This is an optimization exercise on Yosys and OpenROAD, whose aim is small area and a short achievable clock period, not a production implementation.
In this exercise RTL edits were held to simulation tests only and were not proved equivalent to the original.
Power figures rest on the tool's default switching activity, not on a simulated workload.

## P
==> flow/design.v <==
module alu(
	input	wire		en,
	input	wire[3:0]	op,
	input	wire[15:0]	A,
	input	wire[15:0]	B,
	input	wire[15:0]	p,
	input	wire[15:0]	g,
	output	wire[15:0]	res
	);
	wire	o_and = en & (op == 4'b0011);
	wire	o_or  = en & (op == 4'b0100);
	wire	o_xor = en & (op == 4'b0101);
	wire	o_not = en & (op == 4'b0110);
	wire	o_sll = en & (op == 4'b0111);
	wire	o_srl = en & (op == 4'b1000);
	wire	o_sra = en & (op == 4'b1001);
	wire	o_rol = en & (op == 4'b1010);
	wire	right = (op[3:1] == 3'b100);
	wire	sg = o_and | o_or;
	wire	sp = o_or | o_xor;
	wire[15:0]	lo = ({16{sg}} & g) | ({16{sp}} & p) | ({16{o_not}} & ~A);
	wire[3:0]	b = B[3:0];
	wire[3:0]	amt;
	assign amt[0] = b[0];
	assign amt[1] = b[1] ^ (right & b[0]);
	assign amt[2] = b[2] ^ (right & (b[0] | b[1]));
	assign amt[3] = b[3] ^ (right & (b[0] | b[1] | b[2]));
	wire[15:0]	r0 = amt[0] ? {A[14:0], A[15]} : A;
	wire[15:0]	r1 = amt[1] ? {r0[13:0], r0[15:14]} : r0;
	wire[15:0]	r2 = amt[2] ? {r1[11:0], r1[15:12]} : r1;
	wire[15:0]	r3 = amt[3] ? {r2[7:0], r2[15:8]} : r2;
	wire		big = |B[15:4];
	wire		b16 = (B == 16'd16);
	wire[15:0]	tlv = 16'hffff << b;	 
	wire		rolm = o_rol & (~big | b16);
	wire		sllm = o_sll & ~big;
	wire		srm = (o_srl | o_sra) & ~big;
	genvar k;
	generate
		for (k = 0; k < 16; k = k + 1) begin : shm
			wire tr = tlv[15-k];
			wire m = (sllm & tlv[k]) | (srm & tr) | rolm;
			assign res[k] = (r3[k] & m) | (o_sra & A[15] & ~(tr & ~big)) | lo[k];
		end
	endgenerate
endmodule
module cla16(
	input	wire[15:0]	g,
	input	wire[15:0]	p,
	input	wire		ci,
	output	wire[16:0]	c
	);
	wire[79:0]	gl;
	wire[79:0]	pl;
	assign gl[15:0] = {g[15:1], g[0] | (p[0] & ci)};
	assign pl[15:0] = p;
	genvar k, l;
	generate
		for (l = 0; l < 4; l = l + 1) begin : lvl
			for (k = 0; k < 16; k = k + 1) begin : bt
				if ((k >> l) & 1) begin : op
					localparam integer j = ((k >> l) << l) - 1;
					assign gl[16*l+16+k] = gl[16*l+k] | (pl[16*l+k] & gl[16*l+j]);
					assign pl[16*l+16+k] = pl[16*l+k] & pl[16*l+j];
				end else begin : pass
					assign gl[16*l+16+k] = gl[16*l+k];
					assign pl[16*l+16+k] = pl[16*l+k];
				end
			end
		end
	endgenerate
	assign c = {gl[79:64], ci};
endmodule
module statem(
	input	wire		clk,
	input	wire		rst,
	input	wire[15:0]	sw,
	output	wire[15:0]	Fout
	);
	reg[1:0]	i;
	reg		show;		 
	reg[15:0]	A0;
	reg[15:0]	B0;
	reg[7:0]	cr;		 
	wire	i0 = (i == 2'd0);
	wire	i1 = (i == 2'd1);
	wire	i2 = (i == 2'd2);
	wire	i3 = (i == 2'd3);
	wire	o_add = (sw[3:0] == 4'b0001);
	wire	o_sub = (sw[3:0] == 4'b0010);
	wire[15:0]	bn = ({16{i1}} & sw) | ({16{i2 & o_add}} & B0) | ({16{i2 & o_sub}} & ~B0);
	wire		cn = i2 & o_sub;
	wire[16:0]	cy;
	cla16 nc(.g(A0 & bn), .p(A0 ^ bn), .ci(cn), .c(cy));
	wire[7:0]	crn = {cy[14], cy[12], cy[10], cy[8], cy[6], cy[4], cy[2], cy[0]};
	wire[15:0]	p = A0 ^ B0;
	wire[15:0]	g = A0 & B0;
	wire[16:0]	c;
	genvar k;
	generate
		for (k = 0; k < 8; k = k + 1) begin : fc
			assign c[2*k] = cr[k];
			assign c[2*k+1] = g[2*k] | (p[2*k] & cr[k]);
		end
	endgenerate
	assign c[16] = g[15] | (p[15] & c[15]);
	wire[15:0]	s = p ^ c[15:0];
	assign Fout = {16{show}} & s;
	wire	SF = s[15];
	wire	ZF = ~(|s);
	wire	CF = c[16] ^ cr[0];
	wire	OF = (c[15] ^ c[16]) & ~(cr[0] & ~(|A0));
	wire[15:0]	res;
	alu a(.en(i2), .op(sw[3:0]), .A(A0), .B(B0), .p(p), .g(g), .res(res));
	always @(posedge clk or negedge rst) begin
		if (rst == 0) begin
			i <= 2'd0;
			show <= 1'b0;
		end else begin
			i <= i + 2'd1;
			if (i2)
				show <= 1'b1;
		end
	end
	always @(posedge clk) begin
		B0 <= bn;
		cr <= crn;
		if (i0 | i3 | (i2 & ~o_add & ~o_sub))
			A0 <= ({16{i0}} & sw) | res | {12'b0, {4{i3}} & {SF, OF, ZF, CF}};
	end
endmodule
==> flow/config.mk <==
export PLATFORM = sky130hd
export DESIGN_NAME = statem
export DESIGN_NICKNAME = statem
export VERILOG_FILES = /design/flow/design.v
export SDC_FILE = /design/flow/constraint.sdc
export NUM_CORES = 4
export LEC_CHECK = 0
export CAP_MARGIN = 20
export CORE_MARGIN = 2
export CORE_UTILIZATION = 40
export SETUP_SLACK_MARGIN = 2.8
export SLEW_MARGIN = 20
==> flow/constraint.sdc <==
create_clock -name core_clock -period 6.0 [get_ports {clk}]
set_input_delay 1.2000 -clock core_clock [delete_from_list [all_inputs] [get_ports {clk}]]
set_output_delay 1.2000 -clock core_clock [all_outputs]
set_load 0.01 [all_outputs]
standard.sh (not shown) runs the stock make flow with config.mk's settings and CLKGATE_MAP_FILE= SYNTH_SCRIPT=/design/flow/synth_recipe.tcl, a recipe that flattens the netlist after the stock synthesis.
==> flow/flow/run.sh <==
#!/bin/bash
# Own flow: the standard layout, except that synthesis leaves adders to ABC
# (no full/half-adder cells) and maps with the ABC script in flow/abc.script.
set -euo pipefail
W=$(pwd)
# scripts folder = ORFS's scripts, with abc_area.script replaced by ours
mkdir -p "$W/scripts_own"
for f in "$FLOW_HOME"/scripts/*; do ln -sf "$f" "$W/scripts_own/"; done
rm -f "$W/scripts_own/abc_area.script"
cp "$W/flow/abc.script" "$W/scripts_own/abc_area.script"
make -C "$FLOW_HOME" DESIGN_CONFIG="$W/config.mk" WORK_HOME="$W/orfs" CLKGATE_MAP_FILE= \
	SYNTH_SCRIPT="$W/synth_recipe.tcl" SCRIPTS_DIR="$W/scripts_own" \
	ADDER_MAP_FILE= ABC_AREA=1 synth > "$W/synth.log" 2>&1
# the rest of the standard flow (synthesis is up to date, so make skips it),
# with plain buffers on the ports
export BUFFER_PORTS_ARGS="-buffer_cell sky130_fd_sc_hd__buf_2"
bash "$W/standard.sh" > "$W/layout.log" 2>&1
==> flow/flow/abc.script <==
strash
&get -n
&st
&dch -f
&nf -R 20
&put
topo
P reached the final stage; the timing, DRC and antenna checks on its layout passed.
The following lists how Q was set up differently from P:
==> flow/flow/abc.script <==
strash
&get -n
&st
&dch -f
&nf -p -R 10
&put
topo
Notes after the runs:
Cmp P and Q / non-clock buffer count / higher: P. Core utilization: Q vs P up 0.18 points. From P to Q the numbers moved as follows: wire length on met2 higher, final area saw an increase, setup slack higher, wire length now larger. In the flow results for P and Q, the highest achievable clock rate is smaller on P. Power share of the clock group for Q is lower than for P.
For R, these inputs were changed with respect to Q:
==> flow/flow/abc.script <==
strash
&get -n
&st
&dch -f
&nf -R 75
&put
topo
[summary]
- Relative to Q, power decreased by about 2% in R.
- Sort R and Q by arithmetic-cell share of the synthesized area counting full adders, half adders and majority gates desc -> top: R
- Going from Q to R, final cell area excluding filler cells -about 6%, utilization of the core after routing now sits lower, sequential logic power has remained practically unchanged.
[inputs] S vs R
==> flow/flow/abc.script <==
strash
&get -n
&st
&dch -f
&nf -a
&put
topo
-- flow/config.mk --
<<< R, line 9
export CORE_MARGIN = 2
export CORE_UTILIZATION = 40
export SETUP_SLACK_MARGIN = 2.8
export SLEW_MARGIN = 20
>>> S, line 9
export CORE_MARGIN = 2
export CORE_UTILIZATION = 40
export SETUP_SLACK_MARGIN = 3.0
export SLEW_MARGIN = 20
Findings:
- Re routed wire length per instance: S is about 4% up on R.
- The initial DRC count of S is lower than that of R.
- Compared with R, S ends up with more cell area.
- Area after synthesis: S worse than R
The following lists how T was set up differently from S:
==> flow/flow/abc.script <==
strash
&get -n
&st
&dch -f
&nf -R 50
&put
topo
[summary]
Summary of T over S: register area share after synthesis up 1.2 points, layout overhead on the synthesized area fell 0.87 points, worst endpoint data arrival time saw little to no change, final cell count now sits lower, number of well-tap cells placed now sits lower.
Compared with S, T is the less power-hungry design.
Comparing S against T, there is no change at all in hold buffer count at cts.
From T to S, sequential cell count did not move at all.
Status: core utilization parity (T, S)
The met3 routed wirelength reported for T is smaller than that of S by 270 um.
Looking at post-route clock period utilization across S and T, the one that comes out higher is T.

========
job 4120:
RTL: the design.v shown in full above, as it stands there.
export LEC_CHECK = 0
export CAP_MARGIN = 20
export CORE_MARGIN = 2
export CORE_UTILIZATION = 40
export SETUP_SLACK_MARGIN = 3.0
export SLEW_MARGIN = 20
create_clock -name core_clock -period 6.0 [get_ports {clk}]
==> flow/flow/abc.script <==
strash
&get -n
&st
&dch -f
&nf -R 100
&put
topo
Scripts as last shown in full above: flow/flow/run.sh
Job 4120 ended with every stage complete and zero timing, DRC or antenna violations.
Here is what was changed in the inputs of job 3395 compared with job 4120.
==> flow/flow/abc.script <==
strash
&get -n
&st
&dch -f
&nf -R 50
&put
topo
--- a/flow/config.mk
+++ b/flow/config.mk
@@ -11 +11 @@
-export SETUP_SLACK_MARGIN = 3.0
+export SETUP_SLACK_MARGIN = 2.8
--- outcome ---
In job 3395 the smallest setup slack after layout turned out 0.16 ns lower than in job 4120. Of the two values seen for launch point of the critical path, sw[2] was produced by job 4120 and sw[1] by job 3395. Sort job 3395 and job 4120 by data arrival time at the worst-slack endpoint asc -> top: job 3395. Job 3395: detail-routed via count per cell higher than job 4120. [job 3395] final non-filler cell area fell 220 sq um relative to job 4120.

========
== build 79 ==
Starts from the design.v that is shown in full above.
==> flow/config.mk <==
export PLATFORM = sky130hd
export DESIGN_NAME = statem
export DESIGN_NICKNAME = statem
export VERILOG_FILES = /design/flow/design.v
export SDC_FILE = /design/flow/constraint.sdc
export NUM_CORES = 4
export LEC_CHECK = 0
export CAP_MARGIN = 20
export CORE_MARGIN = 2
export CORE_UTILIZATION = 40
export SETUP_SLACK_MARGIN = 2.9
export SLEW_MARGIN = 20
==> flow/constraint.sdc <==
create_clock -name core_clock -period 6.0 [get_ports {clk}]
set_input_delay 1.2000 -clock core_clock [delete_from_list [all_inputs] [get_ports {clk}]]
set_output_delay 1.2000 -clock core_clock [all_outputs]
set_load 0.01 [all_outputs]
==> flow/flow/abc.script <==
strash
&get -n
&st
&dch -f
&dc2
&dch -f
&nf -R 100
&put
topo
Scripts as last shown in full above: flow/flow/run.sh
Input-level comparison between build 82 and build 79:
Settings: SETUP_SLACK_MARGIN now 2.8, was 2.9.
==> flow/flow/abc.script <==
strash
&get -n
&st
&dch -f
&nf -R 35
&put
topo
[summary]
Non-clock buffer count (build 79 / build 82): 1.2
Build 82 reached the final stage; the timing, DRC and antenna checks on its layout passed.
Build 79 finished end to end and its layout was clean on timing, DRC and antenna.
Total count of hold-check failures in the final report: build 82 vs build 79 — no meaningful difference
[compare] base=build 79 new=build 82: overall power after layout decreased about 4.6%, simple-gate share of the synthesized area decreased 0.59 points, DRC marker count from the first detailed-route iteration decreased 135.
Headroom to the max-slew limit (lower): build 82
The following lists how build 91 was set up differently from build 82:
Settings: CORE_UTILIZATION: 40 -> 60; PLACE_DENSITY: unset -> 0.75.
==> flow/flow/abc.script <==
strash
&get -n
&st
&dch -f
&nf -R 75
&put
topo
## What came out
Build 82 → build 91: compound-gate portion of the synthesized area grew by 0.41 points; wire length of the first global-routing pass grew by 2.0%; detailed placement HPWL shrank by about 5.3%; area of the die shrank by 33%; number of cells produced by synthesis grew by about 1.2%.
Comparing build 82 and build 91, the higher sequential share of layout area is on build 91.
Share of synthesized cell area in and, or, nand and nor gates: build 91 vs build 82 — no meaningful difference
Design area down about 2.5% in build 91 wrt build 82
or4b_1 as the highest-delay cell along the critical path was reported by build 91, and or4b_4 by build 82.

separate check: timing with driven ports:
No port has a modelled driver above. Below, the same layouts with a new extraction and two added sets of constraints. Step 1, drivers: a clkbuf_16 drives clk and a buf_2 each remaining input, both assumed. Step 2, shift: input delay + t, output delay - t, t = (earliest + latest rising clock arrival at the registers) / 2. This alone moves slack from input paths to output paths. a / b / c = no drivers / after step 1 / after step 2; a / b = the first two.
| run | shift t [ns] | slack for setup (ns) | clock arrival spread, ns |
|---|---|---|---|
| P | 0.340 | 2.731 / 2.721 / 2.381 | 0.008 / 0.009 |
| Q | 0.342 | 2.790 / 2.803 / 2.462 | 0.014 / 0.015 |
| R | 0.342 | 2.879 / 2.847 / 2.515 | 0.013 / 0.012 |
| S | 0.346 | 2.959 / 2.920 / 2.573 | 0.006 / 0.005 |
| T | 0.338 | 2.921 / 2.909 / 2.572 | 0.011 / 0.011 |
| job 4120 | 0.337 | 2.997 / 2.967 / 2.630 | 0.014 / 0.014 |
| job 3395 | 0.336 | 2.837 / 2.846 / 2.510 | 0.012 / 0.012 |
| build 79 | 0.334 | 2.907 / 2.895 / 2.561 | 0.010 / 0.010 |
| build 82 | 0.334 | 2.636 / 2.624 / 2.290 | 0.015 / 0.015 |
| build 91 | 0.346 | 2.805 / 2.813 / 2.467 | 0.004 / 0.005 |
After both steps every run listed still meets setup and hold. For S, which loses most, drivers alone change the setup slack by -0.039 ns; drivers and shift together by -0.386 ns.
